This is an optimization exercise on Yosys and OpenROAD, whose aim is small area, a short achievable clock period and few clock cycles per item, not a production implementation.
No functional check of the RTL was part of any run shown here.
Power is estimated from default activity; no workload was simulated.

===== flow/config.mk =====
export PLATFORM = sky130hd
export DESIGN_NAME = memoryModule
export DESIGN_NICKNAME = memoryModule
export VERILOG_FILES = /design/flow/design.v
export SDC_FILE = /design/flow/constraint.sdc
export NUM_CORES = 4
export LEC_CHECK = 0
export CAP_MARGIN = 20
export CORE_MARGIN = 2
export CORE_UTILIZATION = 60
export SETUP_SLACK_MARGIN = 1.0
export SLEW_MARGIN = 20
export SYNTH_HIERARCHICAL = 1
export SYNTH_MINIMUM_KEEP_SIZE = 0
export TNS_END_PERCENT = 5

===== flow/design.v =====
`timescale 1ns / 1ps
module memoryModule #(
	parameter ramWidth = 8,
	parameter addrSize = 8) (
	input clk, rst, isIndirect,
	input [1:0] cntrl,
	input [addrSize-1:0] addr,
	input [ramWidth-1:0] dataIn,
	output [ramWidth-1:0] dataOut,
	output dataReady
	);
	reg ph;                  
	reg [15:0] ptrH, ptrL;   
	wire [7:0] rdata;
	wire startInd = cntrl[1] & isIndirect & ~ph;
	assign dataReady = cntrl[1] & (ph | ~isIndirect);
	assign dataOut = rdata;
	wire we = cntrl == 2'b11 && (ph || !isIndirect);
	wire [7:0] wdata = rst ? 8'd0 : we ? dataIn : rdata;
	wire [7:0] lt = addr & {8{~ph}};
	wire [7:0] lf = ~addr & {8{~ph}};
	wire [15:0] Hn, Ln;
	genvar g, b;
	generate
		for (g = 0; g < 16; g = g + 1) begin : dec
			g_a41oi uh (.a1(g[3] ? lt[7] : lf[7]), .a2(g[2] ? lt[6] : lf[6]),
			            .a3(g[1] ? lt[5] : lf[5]), .a4(g[0] ? lt[4] : lf[4]),
			            .b1(ptrH[g] | rst), .y(Hn[g]));
			g_a41oi ul (.a1(g[3] ? lt[3] : lf[3]), .a2(g[2] ? lt[2] : lf[2]),
			            .a3(g[1] ? lt[1] : lf[1]), .a4(g[0] ? lt[0] : lf[0]),
			            .b1(ptrL[g] | rst), .y(Ln[g]));
		end
	endgenerate
	wire [255:0] row;
	wire [2047:0] words;
	generate
		for (g = 0; g < 256; g = g + 1) begin : word
			reg [7:0] q;
			g_nor2 ur (.a(Hn[g/16]), .b(Ln[g%16]), .y(row[g]));
			assign words[g*8 +: 8] = q;
			always @(posedge clk)
				if (row[g]) q <= wdata;
		end
	endgenerate
	generate
		for (b = 0; b < 8; b = b + 1) begin : rbit
			wire [85:0] grp;
			wire [21:0] s1;
			wire [10:0] s2;
			wire [3:0] s3;
			wire [1:0] s4;
			for (g = 0; g < 84; g = g + 1) begin : ga
				g_aoi222 u (.a0(row[3*g]), .b0(words[(3*g)*8+b]),
				            .a1(row[3*g+1]), .b1(words[(3*g+1)*8+b]),
				            .a2(row[3*g+2]), .b2(words[(3*g+2)*8+b]),
				            .y(grp[g]));
			end
			for (g = 0; g < 2; g = g + 1) begin : gb
				g_aoi22 u (.a0(row[252+2*g]), .b0(words[(252+2*g)*8+b]),
				           .a1(row[253+2*g]), .b1(words[(253+2*g)*8+b]),
				           .y(grp[84+g]));
			end
			for (g = 0; g < 21; g = g + 1) begin : t1
				g_nand4 u (.a(grp[4*g]), .b(grp[4*g+1]), .c(grp[4*g+2]), .d(grp[4*g+3]), .y(s1[g]));
			end
			g_nand2 t1x (.a(grp[84]), .b(grp[85]), .y(s1[21]));
			for (g = 0; g < 11; g = g + 1) begin : t2
				g_nor2 u (.a(s1[2*g]), .b(s1[2*g+1]), .y(s2[g]));
			end
			g_nand3 t3a (.a(s2[0]), .b(s2[1]), .c(s2[2]), .y(s3[0]));
			g_nand3 t3b (.a(s2[3]), .b(s2[4]), .c(s2[5]), .y(s3[1]));
			g_nand3 t3c (.a(s2[6]), .b(s2[7]), .c(s2[8]), .y(s3[2]));
			g_nand2 t3d (.a(s2[9]), .b(s2[10]), .y(s3[3]));
			g_nor2 t4a (.a(s3[0]), .b(s3[1]), .y(s4[0]));
			g_nor2 t4b (.a(s3[2]), .b(s3[3]), .y(s4[1]));
			g_nand2 t5 (.a(s4[0]), .b(s4[1]), .y(rdata[b]));
		end
	endgenerate
	integer m;
	always @(posedge clk) begin
		if (rst) ph <= 1'b0;
		else ph <= startInd;
		for (m = 0; m < 16; m = m + 1) begin
			ptrH[m] <= ~rst & startInd & (rdata[7:4] == m);
			ptrL[m] <= ~rst & startInd & (rdata[3:0] == m);
		end
	end
endmodule
module g_a41oi (input a1, a2, a3, a4, b1, output y);
	assign y = ~((a1 & a2 & a3 & a4) | b1);
endmodule
module g_aoi222 (input a0, b0, a1, b1, a2, b2, output y);
	assign y = ~((a0 & b0) | (a1 & b1) | (a2 & b2));
endmodule
module g_aoi22 (input a0, b0, a1, b1, output y);
	assign y = ~((a0 & b0) | (a1 & b1));
endmodule
module g_nand4 (input a, b, c, d, output y);
	assign y = ~(a & b & c & d);
endmodule
module g_nand3 (input a, b, c, output y);
	assign y = ~(a & b & c);
endmodule
module g_nand2 (input a, b, output y);
	assign y = ~(a & b);
endmodule
module g_nor2 (input a, b, output y);
	assign y = ~(a | b);
endmodule

===== flow/run.sh =====
#!/bin/bash
# synth_recipe.tcl (not shown) runs the flow's synth.tcl, then flattens the netlist and writes it again
# the make line also repeats each setting of config.mk as NAME=value (left out here)
make -C /OpenROAD-flow-scripts/flow DESIGN_CONFIG=/design/flow/config.mk WORK_HOME=/design/flow/orfs CLKGATE_MAP_FILE= SYNTH_SCRIPT=/design/flow/synth_recipe.tcl finish

===== flow/constraint.sdc =====
create_clock -name core_clock -period 6.0 [get_ports {clk}]
set_input_delay 1.2000 -clock core_clock [delete_from_list [all_inputs] [get_ports {clk}]]
set_output_delay 1.2000 -clock core_clock [all_outputs]
set_load 0.01 [all_outputs]

==> summary.txt, run 1 <==
largest net degree at the start of global routing 97; dpl cells 6379; H-tree levels 4; fin crit share 93.8%; Final Non-Filler Cells slightly below 7000; Netlist cell types 25; syn nets 3528; sequential-to-total area share from yosys stat 85.2%; # DRC 0; largest family of logic cells by synthesized area compound AO/OA/AOI/OAI gates; CTS clk-pin slew, worst paths roughly 0.06 ns; Final Hold Vio Count 0; Switching Share 22.3%; critical path peak fanout 12; critical path class input port to output pin; Ant. Diodes 0; Leakage 33.4 nW; Power, Total 0.0323 W; Skew-Pair Late Insertion Delay 0.82 ns; final setup vio count 0; full die area 124000 sq um; Net Switching between 0.007 and 0.008 W; Compound-Gate Fraction of Synth Area between 10% and 20%; post-synthesis cell area ~73000 sq um; Die H 353 microns; Total GRT Usage 31.2%; first-pass GRT wire length 287000 microns; CTS tree done; power share of the clock group 37.2%; Setup TNS Final 0 ns; vias in the first global route 44800; VDD IR max 374 uV; Max Cap Violations 0; WL per Instance approximately 28 microns; worst slew pin tran 1.18 ns; DIE WIDTH 353 microns; fin crit period 5.63 ns; antenna violations before repair 1; RePlAce Congestion roughly 0.88; syn_area_per_cell 20.8 sq um; Post-Synth Adder-Cell Area 0%; global route overflow 0; Initial Util 60.7%; layout cells sized above 1 a little over a third; crit path DAT 4.43 ns; Port Buffers 29; Iteration-0 DRC Markers 7848; outcome no timing/DRC/antenna violations; Fmax 178 MHz; HPWL Detailed between 100000 and 150000 microns; multiplexer share of the synthesized area 0.110%; drt first pass iters 10; skew final ~0.032 ns; final wirelength 195000 microns; floorplan row count 127; Post-Synth Simple-Gate Area 4.47%; YS warnings 7; total power divided by cell area 340 nW/um^2; DR vias/cell 6.55; Required @ worst endpoint around 4.8 ns; CTS max path bufs 3; nets@finish 5101; CTS sink count approximately 2100; root buf cell clkbuf_16; Reg power frac 52.8%; combinational share of power 10.0%; IO Pins 30; cell internal pwr about 0.025 W; cts bufs inserted 196; RSZ-0062 raised after global routing true; antenna-violating nets left 0; Slew headroom 21.3%; Worst Setup End Kind output pin; area share of xor/xnor cells in the synthesized design 0%; final hold slack 1.01 ns; CORE AREA 120000 sq um; area grow syn2layout 30.4%; routed via count 44900; cts hold-fix bufs 0; Min-Delay Path Class flop to flop; Post-Synthesis Cells 3507; critical path launch point type input port; Slew Limit Fails 0; synthesized flop and latch total 2081
flip-flops by register name, summed over array words and instances (netlist names):
signal and cells:
ptrL 16, ptrH 16, word.q 2048, ph 1
layout make-up:
class	count	area, sq um
Tap cell	1612	2020
Clock buffer	246	5220
Fill cell	6451	25100
Clock inverter	113	1020
Multi-Input combinational cell	1418	12000
Sequential cell	2081	62200
Timing Repair Buffer	1383	12700
per-module statistics from Yosys, one instance, submodules excluded:
| module | flip-flops and latches | area (sq um) | copies in the design |
|---|---|---|---|
| g_aoi222 | 0 | 10.0 | 672 |
| g_nand3 | 0 | 5.00 | 24 |
| g_nand2 | 0 | 3.75 | 24 |
| memoryModule | 2081 | 62900 | 1 |
| g_a41oi | 0 | 16.3 | 32 |
| g_nor2 | 0 | 3.75 | 360 |
| g_nand4 | 0 | 6.26 | 168 |
| g_aoi22 | 0 | 12.5 | 16 |
power by group through the flow:
| stage | clock network (W) | logic (W) | registers, W |
|---|---|---|---|
| global placement | 0 | 0.00288 | 0.0173 |
| finish | 0.0120 | 0.00322 | 0.0171 |
| detailed placement | 0 | 0.00298 | 0.0174 |
| floorplan | 0 | 0.00114 | 0.0174 |
| CTS | 0.0122 | 0.00315 | 0.0171 |
| global route | 0.0127 | 0.00340 | 0.0171 |
cells in the final DEF, fill, tap and decap left out, types with 8 or more instances in the layout:
master,instances
mux2i_4,8
clkbuf_16,201
nand3_1,9
clkinv_2,30
buf_12,148
a222oi_1,672
nor2_4,46
clkbuf_1,43
nand3_4,9
nand4_1,168
edfxtp_1,2048
nand2b_1,21
dfxtp_1,32
nand2_4,9
a22oi_2,16
nor2_1,279
clkdlybuf4s50_1,12
nor2_2,67
nand3_2,8
buf_8,8
bufinv_16,17
a41oi_4,25
or2_2,14
nand2_1,12
clkinv_1,47
buf_6,70
buf_4,1131
or2_4,18
synth_stat cells:
master / instances / area [sq um]
or2_1: 1 / 6.26
and2b_1: 4 / 30.0
and4bb_1: 1 / 12.5
dfxtp_1: 33 / 661
clkbuf_1: 5 / 18.8
nor3_1: 6 / 30.0
or2_2: 31 / 194
nor2_1: 392 / 1470
nand4_1: 168 / 1050
buf_6: 1 / 11.3
edfxtp_1: 2048 / 61500
mux2i_1: 8 / 80.1
nand3b_1: 4 / 30.0
or3b_4: 2 / 22.5
a41oi_2: 32 / 521
and3_1: 1 / 6.26
nand2b_1: 21 / 131
nand2_1: 26 / 97.6
a222oi_1: 672 / 6730
a22oi_2: 16 / 200
nand3_1: 26 / 130
nor3_2: 2 / 20.0
and2_1: 1 / 6.26
buf_2: 2 / 10.0
nor2b_1: 4 / 25.0
worst paths after layout:
path,from,end,slack [ns],depth (start not counted)
hold reg to reg,ptrH[7],word[120].q[3],1.01,5
hold / removal,ptrH[7],word[120].q[3],1.01,5
setup / recovery,rst,dataOut[6],0.37,19
setup reg to reg,ph,word[150].q[0],1.08,22
routing by layer:
metal,vias up,track usage (%),share of wire (%)
li1,19200,-,-
met1,22900,43.8,39
met2,2429,48.4,47
met3,307,8.41,11
met4,0,10.1,3.0
met5,-,0,0
cells by family after synthesis:
logic type	after synthesis
buffers and inverters	8
AOI/OAI and AO/OA	720
and+or+nand+nor	690
DFF	2081
muxes	8
critical path: stages:
cell	delay (ns)
buf_16	0.14
buf_16	0.14
or2_2	0.31
a41oi_4	0.22
buf_12	0.17
buf_12	0.10
buf_4	0.11
nor2_1	0.05
buf_4	0.15
buf_12	0.14
a222oi_1	0.51
nand4_1	0.20
nor2_2	0.24
nand2_4	0.16
nor2_4	0.14
buf_6	0.12
nand2_2	0.06
buf_6	0.13
buf_6	0.11
what timing repair did:
action                                  4_1_cts  5_1_grt
resized for setup                           334       76
buffers inserted                             80       29
pin swaps                                   168       93
gates cloned                                  6        0
endpoints found under the setup margin     2068      265
endpoints found under the hold margin         0        0
metrics by stage:
step	util, %	instance area (sq um)	setup slack, ns
6_report	79.1	95200	0.373
5_1_grt	79.1	95200	0.342
4_1_cts	78.7	94700	0.266
3_5_place_dp	71.9	86400	-0.992
3_3_place_gp	71.9	86400	-1.02
2_1_floorplan	-	73100	-1.13
==> run 2: changes to the inputs <==
--- a/flow/config.mk
+++ b/flow/config.mk
@@ -10,2 +10,5 @@
 export CORE_UTILIZATION = 60
+export CTS_BUF_LIST = sky130_fd_sc_hd__clkbuf_4 sky130_fd_sc_hd__clkbuf_8
+export CTS_CLUSTER_SIZE = 20
+export GPL_TIMING_DRIVEN = 0
 export SETUP_SLACK_MARGIN = 1.0
==> run 2 against run 1 <==
Worst hold slack worse by 0.25 ns. Clock-buffer cell count up 193. Critical path depth down 3. Global-route usage is 3.0 points lower. First-iteration DRC count decreased by 14%. Synthesized area is the same. Die area is the same. Worst setup slack improved by 0.070 ns. Critical endpoint is now dataOut[0]. Largest cell class unchanged.
==> summary.txt, run 2 <==
global route overflow 0 (unchanged); Required @ worst endpoint 4.80 ns (about the same); total power divided by cell area 345 nW/um^2 (+1.4%); GRT met3 Usage 5.62% (-2.8 points); Synth top cells by count edfxtp_1, a222oi_1, nor2_1; Max Cap Violations 0 (unchanged); Die H 353 microns (unchanged); WL per Instance 29.2 microns (+2.7%); Fillers 6767 (+4.9%); synthesized flop and latch total 2081 (unchanged); Final Hold Vio Count 0 (unchanged); routed via count 41400 (-7.6%); IO Pins 30 (unchanged); Top Registers word.q (2048), ptrH (16), ptrL (16); Reg power frac 55.2% (+2.4 points); DIE WIDTH 353 microns (unchanged); sequential-to-total area share from yosys stat 85.2% (unchanged); Async SR Flop Fraction 0% (unchanged); reg2reg end word[5].q[1]; DR vias/cell 6.80 (+3.8%); CP startpoint addr[4]; final hold slack 0.752 ns (-0.254 ns); worst slew pin tran 0.867 ns (-0.314 ns); skew final 0.0500 ns (+0.0177 ns); Leakage 29.1 nW (-13%); Power, Total 0.0310 W (-4.3%); syn nets 3528 (unchanged); Initial Util 60.7% (unchanged); RePlAce Congestion 0.814 (-7.9%); met2 Use GR 42.0% (-6.3 points); most used flip-flop cell after synthesis edfxtp_1; cts hold-fix bufs 0 (unchanged); antenna violations before repair 2 (+1); Post-Synthesis Cells 3507 (unchanged); PnR worst setup slack 0.442 ns (+0.0695 ns); root buf cell clkbuf_8; cell internal pwr 0.0239 W (-4.9%); # DRC 0 (unchanged); HPWL Detailed 108000 microns (-13%); post-synthesis cell area 73000 sq um (unchanged); max reg flops 2048 (unchanged); drt first pass iters 9 (-1); Switching Share 22.8% (+0.47 points); largest net degree at the start of global routing 33 (-66%); CTS sink count 2081 (unchanged); Synth area leaders edfxtp_1, a222oi_1, nor2_1, nand4_1, dfxtp_1; Netlist cell types 25 (unchanged); final non-filler cell area 89800 sq um (-5.6%); placed cell area 78600 sq um (-9.0%); antenna-violating nets left 0 (unchanged); Final Core Density 74.7% (-4.4 points); Iteration-0 DRC Markers 6751 (-14%); RSZ-0062 raised after global routing true; layout cells sized above 1 29.7% (-6.2 points); cell taking the most area after synthesis edfxtp_1; crit path DAT 4.36 ns (-0.07 ns); Skew-Pair Late Insertion Delay 0.98 ns (+0.16 ns); fin crit period 5.56 ns (-0.0695 ns); YS warnings 7 (unchanged); floorplan row count 127 (unchanged); Synth top area share 84.3% (unchanged); CTS clk-pin slew, worst paths 0.07 ns (about the same); critical path class input port to output pin; CTS max path bufs 4 (+1); Net Switching 0.00706 W (-2.3%); VDD IR max 276 uV (-26%); H-tree levels 5 (+1); fin crit share 92.6% (-1.2 points); Worst R2R Path Depth 20 (-9.1%); Slew Limit Fails 0 (unchanged); top-count cell post-synth edfxtp_1; dpl ws -2.28 ns (-1.29 ns); critical path launch point type input port; largest reg by FF count word.q; Port Buffers 29 (unchanged); nets@finish 4274 (-16%); Worst Setup End Kind output pin; cts bufs inserted 331 (+69%); final wirelength 178000 microns (-8.7%); final setup vio count 0 (unchanged); first-pass GRT wire length 258000 microns (-9.8%); vias in the first global route 40100 (-10%); FF-to-FF setup slack 1.16 ns (+0.08 ns); M1 GR Usage 41.6% (-2.2 points); outcome no timing/DRC/antenna violations; area grow syn2layout 23.1%; number of flops mapped to enable cells by yosys 2048 (unchanged); global routing's busiest layer met2; commonest non-fill, non-tap cell in the layout edfxtp_1; Min-Delay Path Class input port to flop; Slew headroom 42.1% (+21 points); syn_area_per_cell 20.8 sq um (unchanged); full die area 124000 sq um (unchanged); CTS tree done; critical path peak fanout 13 (+1); crit path capture dataOut[0]; combinational share of power 8.8% (-1.2 points); CORE AREA 120000 sq um (unchanged); Total GRT Usage 28.2% (-3.0 points); Crit Reg-Reg Startpoint ph; Fmax 180 MHz (+1.3%); leading cell types in the layout, fill and taps excluded edfxtp_1, a222oi_1, clkbuf_8; power share of the clock group 36.1% (-1.1 points)
==> run 2: cell counts after synthesis <==
Identical to the previous run, type by type.
==> run 2: cells by family (layout without fill, tap and decap cells) <==
logic type      Yosys count  in the layout  synth area share (%)
simple gates            690            693                  4.47
buf+inv                   8            980                0.0549
compound gates          720            720                  10.2
other cells               0              1                     0
mux                       8              9                 0.110
flops                  2081           2081                  85.2
==> run 2: critical path: stages <==
cell and delay [ns]:
dlygate4sd2_1 0.31, nor2b_4 0.17, buf_12 0.14, a41oi_4 0.25, buf_12 0.15, buf_12 0.11, buf_16 0.12, buf_4 0.12
nor2_4 0.07, a222oi_1 0.56, nand4_1 0.25, nor2_4 0.24, nand3_4 0.17, nor2_4 0.22, nand2_4 0.10, buf_6 0.13
==> run 2: modules after synthesis, one instance, submodules excluded <==
| module | area [sq um] | flops+latches | cells |
|---|---|---|---|
| g_aoi222 | 10.0 | 0 | 1 |
| g_a41oi | 16.3 | 0 | 1 |
| memoryModule | 62900 | 2081 | 2211 |
| g_aoi22 | 12.5 | 0 | 1 |
| g_nand3 | 5.00 | 0 | 1 |
| g_nor2 | 3.75 | 0 | 1 |
| g_nand2 | 3.75 | 0 | 1 |
| g_nand4 | 6.26 | 0 | 1 |
==> run 2: routing by layer <==
| layer | wire [microns] | vias to the layer above |
|---|---|---|
| li1 | - | 17600 |
| met1 | 73600 | 21200 |
| met2 | 82500 | 2215 |
| met3 | 15600 | 377 |
| met4 | 6370 | 0 |
| met5 | 0 | - |
==> run 2: repair_timing <==
| item | CTS | global route |
|---|---|---|
| gates resized for setup | 636 | 65 |
| setup buffers | 227 | 29 |
| pin swaps | 191 | 72 |
| cloned | 5 | 2 |
| setup endpoints to repair | 2088 | 196 |
==> run 2: worst min-delay path by stage <==
stage / start / end / slack (ns) / cells after the start
floorplan: ph / ph / 0.75 / 2
global placement: ph / ph / 0.86 / 2
detailed placement: ph / ph / 0.89 / 2
CTS: rst / ph / 0.65 / 3
global route: rst / ph / 0.70 / 3
finish: rst / ph / 0.75 / 3
==> run 2: cell type report <==
type	count	area, sq um	share of cell area, %
sequential	2081	62200	69.2
tap	1612	2020	2.25
buffer	8	104	0.116
antenna	1	2.50	0.00279
clock buffer	439	5400	6.02
timing repair buffer	409	5820	6.48
clock inverter	124	667	0.742
multi-input combinational	1422	13700	15.2
==> run 2: stage by stage <==
stage / instances / setup TNS, ns
floorplan: 3507 / -2235.89
global placement: 5148 / -
detailed placement: 5269 / -3119.77
CTS: 6064 / 0
global route: 6096 / 0
finish: 6096 / 0
==> run 2: power by group through the flow <==
stage	logic (W)	registers, W	clock network, W
floorplan	0.00114	0.0174	0
global placement	0.00179	0.0175	0
detailed placement	0.00224	0.0174	0
CTS	0.00264	0.0171	0.0114
global route	0.00286	0.0171	0.0120
finish	0.00271	0.0171	0.0112
==> run 3: changes to the inputs <==
--- a/flow/config.mk
+++ b/flow/config.mk
@@ -9,3 +9,3 @@
 export CORE_MARGIN = 2
-export CORE_UTILIZATION = 60
+export CORE_UTILIZATION = 75
 export CTS_BUF_LIST = sky130_fd_sc_hd__clkbuf_4 sky130_fd_sc_hd__clkbuf_8
==> run 3 against run 2 <==
The layout now fails its checks (setup timing). Via count rose by 15%. Die area fell by 20%. Total power rose by 1.4%. Highest routed layer is now met5.
==> summary.txt, run 3 <==
outcome complete, but fails checks; Blocking Checks setup timing; Power, Total 0.0314 W (+1.4%); most used flip-flop cell after synthesis edfxtp_1; CORE AREA 96600 sq um (-20%); WL per Instance 39.7 microns (+36%); CTS tree done; PnR worst setup slack -0.660 ns (-1.10 ns); Switching Share 25.5% (+2.7 points); cell taking the most area after synthesis edfxtp_1; critical path launch point type input port; power share of the clock group 35.7% (-0.4 points); critical path class input port to output pin; nets@finish 4314 (+0.94%); final wirelength 230000 microns (+29%); VDD IR max 326 uV (+18%); post-synthesis cell area 73000 sq um (unchanged); Die H 316 microns (-10%); antenna-violating nets left 0 (unchanged); floorplan row count 114 (-10%); DIE WIDTH 316 microns (-10%); Required @ worst endpoint 4.80 ns (about the same); Fmax 150 MHz (-17%); Fillers 2445 (-64%); drt first pass iters 22 (+13); root buf cell clkbuf_8; combinational share of power 9.5% (+0.7 points); Port Buffers 29 (unchanged); RePlAce Congestion 0.834 (+2.5%); Synth top area share 84.3% (unchanged); fin crit period 6.66 ns (+1.10 ns); number of flops mapped to enable cells by yosys 2048 (unchanged); Synth top cells by count edfxtp_1, a222oi_1, nor2_1; IO Pins 30 (unchanged); antenna violations before repair 4 (+2); CP startpoint rst; fin crit share 111% (+18 points); first-pass GRT wire length 278000 microns (+7.7%); Synth area leaders edfxtp_1, a222oi_1, nor2_1, nand4_1, dfxtp_1; Min-Delay Path Class input port to flop; leading cell types in the layout, fill and taps excluded edfxtp_1, a222oi_1, clkbuf_8; RSZ-0062 raised after global routing true; crit path DAT 5.46 ns (+1.10 ns); CTS clk-pin slew, worst paths 0.06 ns (about the same); DR vias/cell 8.24 (+21%); top-count cell post-synth edfxtp_1; total power divided by cell area 351 nW/um^2 (+1.8%); Max Cap Violations 0 (unchanged); largest net degree at the start of global routing 36 (+9.1%); HPWL Detailed 105000 microns (-3.0%); # DRC 0 (unchanged); syn_area_per_cell 20.8 sq um (unchanged); vias in the first global route 42400 (+5.6%); skew final 0.0942 ns (+0.0443 ns); Final Hold Vio Count 0 (unchanged); Async SR Flop Fraction 0% (unchanged); global route overflow 0 (unchanged); synthesized flop and latch total 2081 (unchanged); commonest non-fill, non-tap cell in the layout edfxtp_1; cell internal pwr 0.0234 W (-2.1%); YS warnings 7 (unchanged); Crit Reg-Reg Startpoint ph; Netlist cell types 25 (unchanged); H-tree levels 5 (unchanged); Slew Limit Fails 0 (unchanged); Total GRT Usage 38.9% (+11 points); Setup TNS Final -3.74 ns (-3.74 ns); cts bufs inserted 320 (-3.3%); CTS sink count 2081 (unchanged); largest reg by FF count word.q; Iteration-0 DRC Markers 13700 (+100%); placed cell area 78200 sq um (-0.53%); syn nets 3528 (unchanged); Top Registers word.q (2048), ptrH (16), ptrL (16); min-delay src rst; cts hold-fix bufs 0 (unchanged); dpl ws -2.02 ns (+0.261 ns); final non-filler cell area 89500 sq um (-0.37%); sequential-to-total area share from yosys stat 85.2% (unchanged); Initial Util 75.6% (+15 points); max reg flops 2048 (unchanged); Reg power frac 54.7% (-0.5 points); CTS max path bufs 4 (unchanged); Post-Synthesis Cells 3507 (unchanged); full die area 99800 sq um (-20%); Net Switching 0.00800 W (+13%); critical path peak fanout 16 (+3); Worst Setup End Kind output pin; Skew-Pair Late Insertion Delay 1.03 ns (+0.05 ns); worst slew pin tran 1.20 ns (+0.333 ns); Slew headroom 20.0% (-22 points); area grow syn2layout 22.6%; Leakage 29.1 nW (about the same); final setup vio count 38 (+38); layout cells sized above 1 30.1% (+0.39 points); routed via count 47700 (+15%)
-- run 3: cell types whose count changed in the layout (fill, tap and decap cells not counted), moves of 5 or more --
cell,previous run,this run
buf_12,54,42
buf_16,82,88
buf_4,190,252
buf_8,42,29
bufinv_16,6,0
clkbuf_4,103,89
clkbuf_8,338,324
clkinvlp_4,3,9
diode_2,1,6
nor2_2,87,54
nor2_4,245,278
-- run 3: what timing repair did --
action	CTS	global route
hold endpoints to repair	0	0
pin swaps	54	178
setup buffers	123	189
endpoints found under the setup margin	2088	1307
resized for setup	482	232
cloned	2	7
-- run 3: worst paths after layout --
check | cells after the start | endpoint | slack (ns)
worst min register to register | 2 | ph | 0.91
worst min-delay path | 3 | ph | 0.80
worst max register to register | 22 | word[49].q[7] | 0.09
worst max-delay path | 13 | dataOut[0] | -0.66
-- run 3: cell type report --
class,instances,area [sq um],share of cell area (%)
multi-input cells,1423,13800,15.5
clock inverters,119,527,0.589
flip-flops and latches,2081,62200,69.5
repair buffers,459,6160,6.88
clock buffers,412,5110,5.71
plain buffers,8,100,0.112
diodes,6,15.0,0.0168
well taps,1276,1600,1.78
-- run 3: per-stage QoR --
step / utilization [%] / cells / hold slack [ns]
6_report: 92.7 / 5784 / 0.805
5_1_grt: 92.7 / 5780 / 0.777
3_3_place_gp: 77.7 / 4812 / 0.834
2_1_floorplan: - / 3507 / 0.746
3_5_place_dp: 81.0 / 4926 / 0.920
4_1_cts: 90.1 / 5582 / 0.700
-- run 3: kinds of logic (layout without fill, tap and decap cells) --
kind of cell	after synthesis	after routing	synth area share, %
AOI/OAI and AO/OA	720	720	10.2
buffers and inverters	8	998	0.0549
DFF	2081	2081	85.2
muxes	8	9	0.110
other	0	6	0
and+or+nand+nor	690	694	4.47
-- run 3: power groups by stage --
stage / logic [W] / registers, W / clock network (W)
detailed placement: 0.00220 / 0.0174 / 0
global route: 0.00302 / 0.0172 / 0.0117
CTS: 0.00250 / 0.0171 / 0.0107
floorplan: 0.00114 / 0.0174 / 0
global placement: 0.00173 / 0.0174 / 0
finish: 0.00299 / 0.0172 / 0.0112
-- run 3: per-layer routing --
metal  share of wire, %  up-vias  GRT usage (%)
met1                 30    22900           54.6
met3                 17     1261           10.0
met4                7.9        6           19.6
met2                 45     5770           58.0
li1                   -    17700              -
met5              0.064        -              0
-- run 3: modules after synthesis (local to each module, per instance) --
| module | cells inside | times used |
|---|---|---|
| g_aoi22 | 1 | 16 |
| g_a41oi | 1 | 32 |
| g_nand2 | 1 | 24 |
| g_nor2 | 1 | 360 |
| g_nand3 | 1 | 24 |
| g_aoi222 | 1 | 672 |
| memoryModule | 2211 | 1 |
| g_nand4 | 1 | 168 |
-- run 3: critical path, cell delays in order --
cell	delay, ns
buf_8	0.13
buf_2	0.22
or2_2	0.39
a41oi_4	0.30
buf_6	0.33
nor2_2	0.24
a222oi_1	0.55
nand4_1	0.42
nor2_2	0.50
nand3_1	0.22
nor2_4	0.43
nand2_4	0.23
dlymetal6s2s_1	0.24

[static timing again, ports no longer ideal]
In the flow no input, the clock included, has a driving cell. The finished layouts below were timed again as built, in two steps.
Step 1 assumes that a clkbuf_16 drives the clock port and a buf_2 every other input.
Step 2 times the ports against the registers' clock, not the clock port: input delays grow and output delays shrink by t, the midpoint of the rising clock arrivals with the driver on.
Three values: ideal ports, drivers, drivers and shift; two values: the first two.
| run | t, ns | setup WS [ns] | worst setup path at the end | cell pins on the clock port's net |
|---|---|---|---|---|
| run 1 | 0.877 | 0.373 / 0.307 / 0.131 | input to register | 1 |
| run 2 | 1.021 | 0.442 / 0.415 / 0.092 | input to register | 1 |
| run 3 | 1.051 | -0.660 / -0.721 / -1.078 | input to register | 1 |
The setup slack of run 3, which loses most, moves by -0.061 ns with the drivers and by -0.418 ns with both steps.
